Background: an optimization exercise with open tools, aiming at small area. Do not read the settings as production practice.
In this exercise RTL edits were held to simulation tests only and were not proved equivalent to the original.
No activity file was given, so power comes from the tool's default toggle rates.

==> design/flow/design.v <==
module RegMux (clk, CE, rst, data, out);
    parameter N = 18;
    parameter RSTTYPE = "SYNC";
    parameter DATAREG = 0;
    input clk, CE, rst;
    input [N - 1 : 0] data;
    output [N - 1 : 0] out;
    reg [N - 1 : 0] data_reg;
    generate
        if (DATAREG) begin
            if (RSTTYPE == "SYNC") begin
                always @(posedge clk) begin
                    if (rst) begin
                        data_reg <= 0;
                    end else if (CE) begin
                        data_reg <= data;
                    end
                end
            end else begin
                always @(posedge clk or posedge rst) begin
                    if (rst) begin
                        data_reg <= 0;
                    end else if (CE) begin
                        data_reg <= data;
                    end
                end
            end
        end
    endgenerate
    generate
        if (DATAREG) begin
            assign out = data_reg;
        end else begin
            assign out = data;
        end
    endgenerate
endmodule
module PreAddSub (mode, in0, in1, out);
    input mode;
    input [17:0] in0, in1;
    output [17:0] out;
    assign out = (mode == 0)? in0 + in1 : in0 - in1;
endmodule
module Mul (in0, in1, out);
    input [17:0] in0, in1;
    output [35:0] out;
    assign out = in0 * in1;
endmodule
module PostAddSub (mode, in0, in1, cin, out, carryOut);
    input mode, cin;
    input [47:0] in0, in1;
    output [47:0] out;
    output carryOut;
    assign {carryOut, out} = (mode == 0)? in0 + in1 + cin : in1 - in0 - cin;
endmodule
module DSP (clk, opMode, CEA, CEB, CEC, CECarryIn, CED, CEM, CEOpMode, CEP,
                rstA, rstB, rstC, rstCarryIn, rstD, rstM, rstOpMode, rstP,
                A, B, D, C, carryIn, BCIn, PCIn,
                BCOut, PCOut, P, M, carryOut, carryOutF);
    parameter A0REG = 0;
    parameter A1REG = 1;
    parameter B0REG = 0;
    parameter B1REG = 1;
    parameter CREG = 1;
    parameter DREG = 1;
    parameter MREG = 1;
    parameter PREG = 1;
    parameter CARRYINREG = 1;
    parameter CARRYOUTREG = 1;
    parameter OPMODEREG = 1;
    parameter CARRYINSEL = "OPMODE5";
    parameter B_INPUT = "DIRECT";
    parameter RSTTYPE = "SYNC";
    input clk, carryIn, rstA, rstB, rstC, rstCarryIn, rstD, rstM, rstOpMode, rstP,
            CEA, CEB, CEC, CECarryIn, CED, CEM, CEOpMode, CEP;
    input [17:0] A, B, D, BCIn;
    input [47:0] C, PCIn;
    input [7:0] opMode;
    output carryOut, carryOutF;
    output [17:0] BCOut;
    output [47:0] PCOut, P;
    output [35:0] M;
    wire [7:0] opModeRegOut;
    wire [17:0] dRegOut, bIn, b0RegOut, a0RegOut, PreASOut, b1RegIn,
                b1RegOut, a1RegOut;
    wire [35:0] mulOut;
    wire carryInRegIn, carryInRegOut, carryOutRegIn;
    wire [47:0] cRegOut, Z, X, pRegIn;
    RegMux #(8, RSTTYPE, OPMODEREG) opReg (clk, CEOpMode, rstOpMode, opMode, opModeRegOut);
    RegMux #(18, RSTTYPE, DREG) dReg (clk, CED, rstD, D, dRegOut);
    RegMux #(18, RSTTYPE, B0REG) b0Reg (clk, CEB, rstB, bIn, b0RegOut);
    RegMux #(18, RSTTYPE, A0REG) a0Reg (clk, CEA, rstA, A, a0RegOut);
    RegMux #(48, RSTTYPE, CREG) cReg (clk, CEC, rstC, C, cRegOut);
    PreAddSub PreAS (opModeRegOut[6], dRegOut, b0RegOut, PreASOut);
    RegMux #(18, RSTTYPE, B1REG) b1Reg (clk, CEB, rstB, b1RegIn, b1RegOut);
    RegMux #(18, RSTTYPE, A1REG) a1Reg (clk, CEA, rstA, a0RegOut, a1RegOut);
    Mul mul (b1RegOut, a1RegOut, mulOut);
    RegMux #(36, RSTTYPE, MREG) mulReg (clk, CEM, rstM, mulOut, M);
    RegMux #(1, RSTTYPE, CARRYINREG) carryInReg (clk, CECarryIn, rstCarryIn, carryInRegIn, carryInRegOut);
    PostAddSub PostAS (opModeRegOut[7], X, Z, carryInRegOut, pRegIn, carryOutRegIn);
    RegMux #(1, RSTTYPE, CARRYOUTREG) carryOutReg (clk, CECarryIn, rstCarryIn, carryOutRegIn, carryOut);
    RegMux #(48, RSTTYPE, PREG) pReg (clk, CEP, rstP, pRegIn, P);
    generate
        if (B_INPUT == "DIRECT") begin
            assign bIn = B;
        end else if (B_INPUT == "CASCADE") begin
            assign bIn = BCIn;
        end else begin
            assign bIn = 0;
        end
    endgenerate
    assign b1RegIn = (opModeRegOut[4] == 0)? b0RegOut : PreASOut;
    generate
        if (CARRYINSEL == "OPMODE5") begin
            assign carryInRegIn = opModeRegOut[5];
        end else if (CARRYINSEL == "CARRYIN") begin
            assign carryInRegIn = carryIn;
        end else begin
            assign carryInRegIn = 0;
        end
    endgenerate
    assign Z = (opModeRegOut[3:2] == 0)? 0 : (opModeRegOut[3:2] == 1)? PCIn :
                (opModeRegOut[3:2] == 2)? P : cRegOut;
    assign X = (opModeRegOut[1:0] == 0)? 0 : (opModeRegOut[1:0] == 1)? M :
                (opModeRegOut[1:0] == 2)? P : {dRegOut, a1RegOut, b1RegOut};
    assign BCOut = b1RegOut;
    assign carryOutF = carryOut;
    assign PCOut = P;
endmodule
==> design/flow/run.sh <==
#!/bin/bash
# synth_recipe.tcl (not shown) runs the flow's synth.tcl, then flattens the netlist and writes it again
# the make line also repeats each setting of config.mk as NAME=value (left out here)
make -C /OpenROAD-flow-scripts/flow DESIGN_CONFIG=/design/flow/config.mk WORK_HOME=/design/flow/orfs CLKGATE_MAP_FILE= SYNTH_SCRIPT=/design/flow/synth_recipe.tcl finish
==> design/flow/config.mk <==
export PLATFORM = sky130hd
export DESIGN_NAME = DSP
export DESIGN_NICKNAME = DSP
export VERILOG_FILES = /design/flow/design.v
export SDC_FILE = /design/flow/constraint.sdc
export NUM_CORES = 4
export LEC_CHECK = 0
export CAP_MARGIN = 20
export CORE_MARGIN = 2
export CORE_UTILIZATION = 40
export SLEW_MARGIN = 20
==> design/flow/constraint.sdc <==
create_clock -name core_clock -period 10.0 [get_ports {clk}]
set_input_delay 2.0000 -clock core_clock [delete_from_list [all_inputs] [get_ports {clk}]]
set_output_delay 2.0000 -clock core_clock [all_outputs]
set_load 0.01 [all_outputs]
==> Flow_metrics.wiki <==
{| class="wikitable"
! Metric !! Value
|-
| Number of distinct library cells after synthesis || 92
|-
| Number of gates resized after cts || 0
|-
| Row Count || 96
|-
| Post-layout min period || 7.49 ns
|-
| Part of the cycle the worst path needs || 74.9%
|-
| DP Cell Count || 4342
|-
| CP top delay family || adder cells
|-
| Synth Register Bits || 196
|-
| Worst Tran Pin Value || 1.07 ns
|-
| Clock buffer count from CTS || 17
|-
| H-tree lvl count || 4
|-
| Maximum resistive drop on vdd || 0.000134 V
|-
| Post-route DRC violation count || 0
|-
| Placer congestion estimate || 0.927
|-
| Hold slack final || 0.485 ns
|-
| Post-synthesis simple-gate area fraction || 15.6%
|-
| Sum of buffers and inverters on the critical path || 5
|-
| Average instance area after synthesis || 8.27 um^2
|-
| Share of the synthesized netlist area taken by xor and xnor gates || 4.40%
|-
| Master of the slowest instance on the critical path || sky130_fd_sc_hd__dfxtp_1
|-
| Overall die area || 0.0708 mm^2
|-
| Critical Path Sink Type || register
|-
| Number of enable flip-flop cells after synthesis || 0
|-
| Biggest area consumer among synthesized cells || sky130_fd_sc_hd__fa_1
|-
| Top cells by area, synth || sky130_fd_sc_hd__fa_1, sky130_fd_sc_hd__dfxtp_1, sky130_fd_sc_hd__ha_1
|-
| Count of boundary I/O pins || 346
|-
| Maximum clock skew at final layout || 0.0199 ns
|-
| Average detailed-routed wire length per instance || 20.3 um
|-
| Overall via count from detail_route || 23600
|-
| Initial antenna violation count || 1
|-
| Critical path, cell by cell || nand2_1, fa_1, inv_1, fa_1, inv_1, fa_1, inv_1, fa_1, fa_1, inv_1, fa_1, inv_1, ha_1, nand2_1, or3_1, a211oi_1, o21bai_1, a211oi_1, nor2_1, a21oi_1, a31oi_1, xnor2_1, a211oi_1
|-
| Dominant synthesized flop cell || sky130_fd_sc_hd__dfxtp_1
|-
| Setup TNS || 0 ns
|-
| Area delta synth->final || 15.3%
|-
| Slowest Stage Delay on Critical Path || 1.03 ns
|-
| Post-CTS clock slew at the launch and capture registers of the worst setup and hold paths || 0.08 ns
|-
| Maximum net fanout on the critical path || 20
|-
| Mapped Area || 0.0275 mm^2
|-
| Via-to-Cell Ratio || 5.40
|-
| Cell repeated most along the worst path || sky130_fd_sc_hd__fa_1
|-
| Maximum clock rate || 134 MHz
|-
| DRC marker count from the first detailed-route iteration || 1755
|-
| Port Buffer Count || 326
|-
| Largest net degree at the start of global routing || 62
|-
| DRT Wirelength || 88700 um
|-
| Post-synthesis share of cell area spent on full adders, half adders and majority gates || 31.2%
|-
| Clock Latency Late Sink || 0.52 ns
|-
| Final Setup Violations || 0
|-
| Post-synthesis compound-gate area fraction || 15.6%
|-
| Slew HR || 28.7%
|-
| Dominant combinational cell family by area after synthesis || adder cells
|-
| Core Area || 0.0683 mm^2
|-
| CTS tree || yes
|-
| Fraction of final layout cells sized beyond drive strength 1 || 5.67%
|-
| Number of hold violations in the final report || 0
|-
| Portion of netlist area occupied by mux cells || 8.94%
|-
| Type of origin of the critical path || register
|-
| CTS sink cnt || 196
|-
| Aggregate global routing overflow || 0
|-
| Post-synthesis net count || 4047
|-
| Antenna-violating nets left || 0
|-
| Warnings from Yosys || 5
|-
| Detailed-router iteration count before antenna repair || 5
|-
| Max-capacitance violation count || 0
|-
| Post-DP HPWL || 68900 um
|-
| Arrival time at the worst endpoint || 7.91 ns
|-
| Number of pins with negative max-slew slack in the final report || 0
|-
| Via count of the first global-routing pass || 23100
|-
| Power density over the cells || 112 mW/mm^2
|-
| Synth Instances || 3325
|-
| Top cell type's share of synthesized area || 19.0%
|-
| Die boundary height || 266 um
|-
| Run status || no timing/DRC/antenna violations
|-
| Fill cells || 6822
|-
| Global-route wire length before repair || 137000 um
|-
| Clock tree root buffer cell || sky130_fd_sc_hd__clkbuf_16
|-
| Global-route usage over all layers || 25.2%
|-
| Die Span X || 266 um
|-
| Post-synthesis sequential area ratio || 14.3%
|-
| Req. time, crit path || 10.42 ns
|-
| Initial Util || 40.2%
|-
| Worst min path class || register to register
|-
| Setup repair after global routing missed its margin || no
|-
| Post-synth ARST share || 0%
|-
| Final Non-Filler Cells || 4375
|-
| Clock Tree Buf Depth || 2
|-
| Setup fix buffers added after clock tree synthesis || 0
|-
| Setup Crit Path Kind || register to register
|-
| Post-layout nets || 4201
|-
| Post-cts hold buffer count || 0
|-
| Leakage component of the power || 0.0147 uW
|}
[cell type report]
type	count	area (um^2)	share of cell area [%]
tap	882	1100	3.48
antenna	1	2.50	0.00790
clock inverter	11	140	0.442
clock buffer	21	450	1.42
sequential	196	3930	12.4
multi-input combinational	2450	20800	65.7
inverter	444	1670	5.26
timing repair buffer	370	3570	11.3
[final timing paths]
kind                startpoint                  end  slack [ns]  depth (start not counted)
max          a1Reg.data_reg[9]  mulReg.data_reg[35]        2.51                         23
min          cReg.data_reg[17]    cReg.data_reg[17]        0.49                          2
max reg2reg  a1Reg.data_reg[9]  mulReg.data_reg[35]        2.51                         23
min reg2reg  cReg.data_reg[17]    cReg.data_reg[17]        0.49                          2
[report_power, final]
group	internal (uW)	total [uW]	switching, uW	leakage [uW]
Clock	382	756	375	0.000279
Sequential	849	960	112	0.00162
Combinational	797	1830	1030	0.0128
[cell usage in the layout (no fill, tap or decap), drive strengths merged, types with 84 or more instances in the layout]
master | Yosys | final
a21oi | 150 | 150
and2 | 143 | 143
clkdlybuf4s50 | 0 | 321
dfxtp | 196 | 196
fa | 261 | 261
ha | 267 | 267
inv | 442 | 448
mux2 | 84 | 84
mux2i | 151 | 151
nand2 | 313 | 313
nor2 | 289 | 289
o21ai | 98 | 98
xnor2 | 95 | 95
[metrics by stage]
| step | util (%) | worst slack (ns) | power [uW] | cell area [um^2] |
|---|---|---|---|---|
| finish | 46.4 | 2.51 | 3550 | 31700 |
| global route | 46.4 | 2.12 | 3790 | 31700 |
| CTS | 46.4 | 2.54 | 3560 | 31700 |
| detailed placement | 45.5 | 2.63 | 2790 | 31100 |
| global placement | 45.5 | 2.67 | 2780 | 31100 |
| floorplan | - | 3.55 | 2170 | 27500 |
[per-layer routing]
metal	share of wire [%]	wire length [um]	global-route usage (%)
met4	1.9	1730	6.44
met3	6.7	5930	4.59
met2	44	39200	39.5
met5	0.012	11	0
met1	47	41800	35.8
[synthesized netlist by cell type, types with 49 or more instances]
cell                         n
sky130_fd_sc_hd__ha_1      267
sky130_fd_sc_hd__buf_4      49
sky130_fd_sc_hd__a21o_1     61
sky130_fd_sc_hd__clkbuf_1  165
sky130_fd_sc_hd__inv_1     442
sky130_fd_sc_hd__o21ai_0    85
sky130_fd_sc_hd__nor2_1    289
sky130_fd_sc_hd__fa_1      261
sky130_fd_sc_hd__mux2i_1   151
sky130_fd_sc_hd__a21oi_1   149
sky130_fd_sc_hd__a22o_1     79
sky130_fd_sc_hd__and2_1    142
sky130_fd_sc_hd__nand2_1   313
sky130_fd_sc_hd__dfxtp_1   196
sky130_fd_sc_hd__mux2_2     83
sky130_fd_sc_hd__xnor2_1    95
[worst register-to-register path, cell delays in order, from the launching register on]
cell and delay (ns):
sky130_fd_sc_hd__dfxtp_1 1.03, sky130_fd_sc_hd__nand2_1 0.20, sky130_fd_sc_hd__fa_1 0.58, sky130_fd_sc_hd__inv_1 0.05, sky130_fd_sc_hd__fa_1 0.49, sky130_fd_sc_hd__inv_1 0.05, sky130_fd_sc_hd__fa_1 0.52, sky130_fd_sc_hd__inv_1 0.05
sky130_fd_sc_hd__fa_1 0.46, sky130_fd_sc_hd__fa_1 0.49, sky130_fd_sc_hd__inv_1 0.05, sky130_fd_sc_hd__fa_1 0.47, sky130_fd_sc_hd__inv_1 0.06, sky130_fd_sc_hd__ha_1 0.34, sky130_fd_sc_hd__nand2_1 0.15, sky130_fd_sc_hd__or3_1 0.41
sky130_fd_sc_hd__a211oi_1 0.38, sky130_fd_sc_hd__o21bai_1 0.25, sky130_fd_sc_hd__a211oi_1 0.54, sky130_fd_sc_hd__nor2_1 0.10, sky130_fd_sc_hd__a21oi_1 0.23, sky130_fd_sc_hd__a31oi_1 0.13, sky130_fd_sc_hd__xnor2_1 0.14, sky130_fd_sc_hd__a211oi_1 0.22
[cell families (layout without fill, tap and decap cells)]
| kind of cell | after synthesis | count (layout) |
|---|---|---|
| AND/OR/NAND/NOR | 931 | 931 |
| buffers and inverters | 679 | 846 |
| AO/OA/AOI/OAI | 618 | 618 |
| adder cells (fa/ha/maj) | 528 | 528 |
| multiplexers | 235 | 235 |
| flip-flops | 196 | 196 |
| XOR/XNOR | 138 | 138 |
| other | 0 | 1 |

[what the ideal ports hide]
Ports are ideal in the flow. The routed layout listed here was re-timed in OpenROAD. Step 1 (the two cells are an assumption about what drives the block):
set clk [get_ports {clk}]
set_driving_cell -lib_cell sky130_fd_sc_hd__clkbuf_16 $clk
set_driving_cell -lib_cell sky130_fd_sc_hd__buf_2 [delete_from_list [all_inputs] $clk]
Step 2 times the ports against the registers' clock, not the clock port: input delays grow and output delays shrink by t, the midpoint of the rising clock arrivals with the driver on. Three values: ideal ports, drivers, drivers and shift; two values: the first two.
t (ns): 0.573
slack for setup (ns): 2.513 / 2.513 / 2.513
slew at the worst register clock pin (ns): 0.09 / 0.09
After both steps this run still meets setup and hold. The setup slack of this run moves by 0.000 ns with the drivers and by 0.000 ns with both steps.
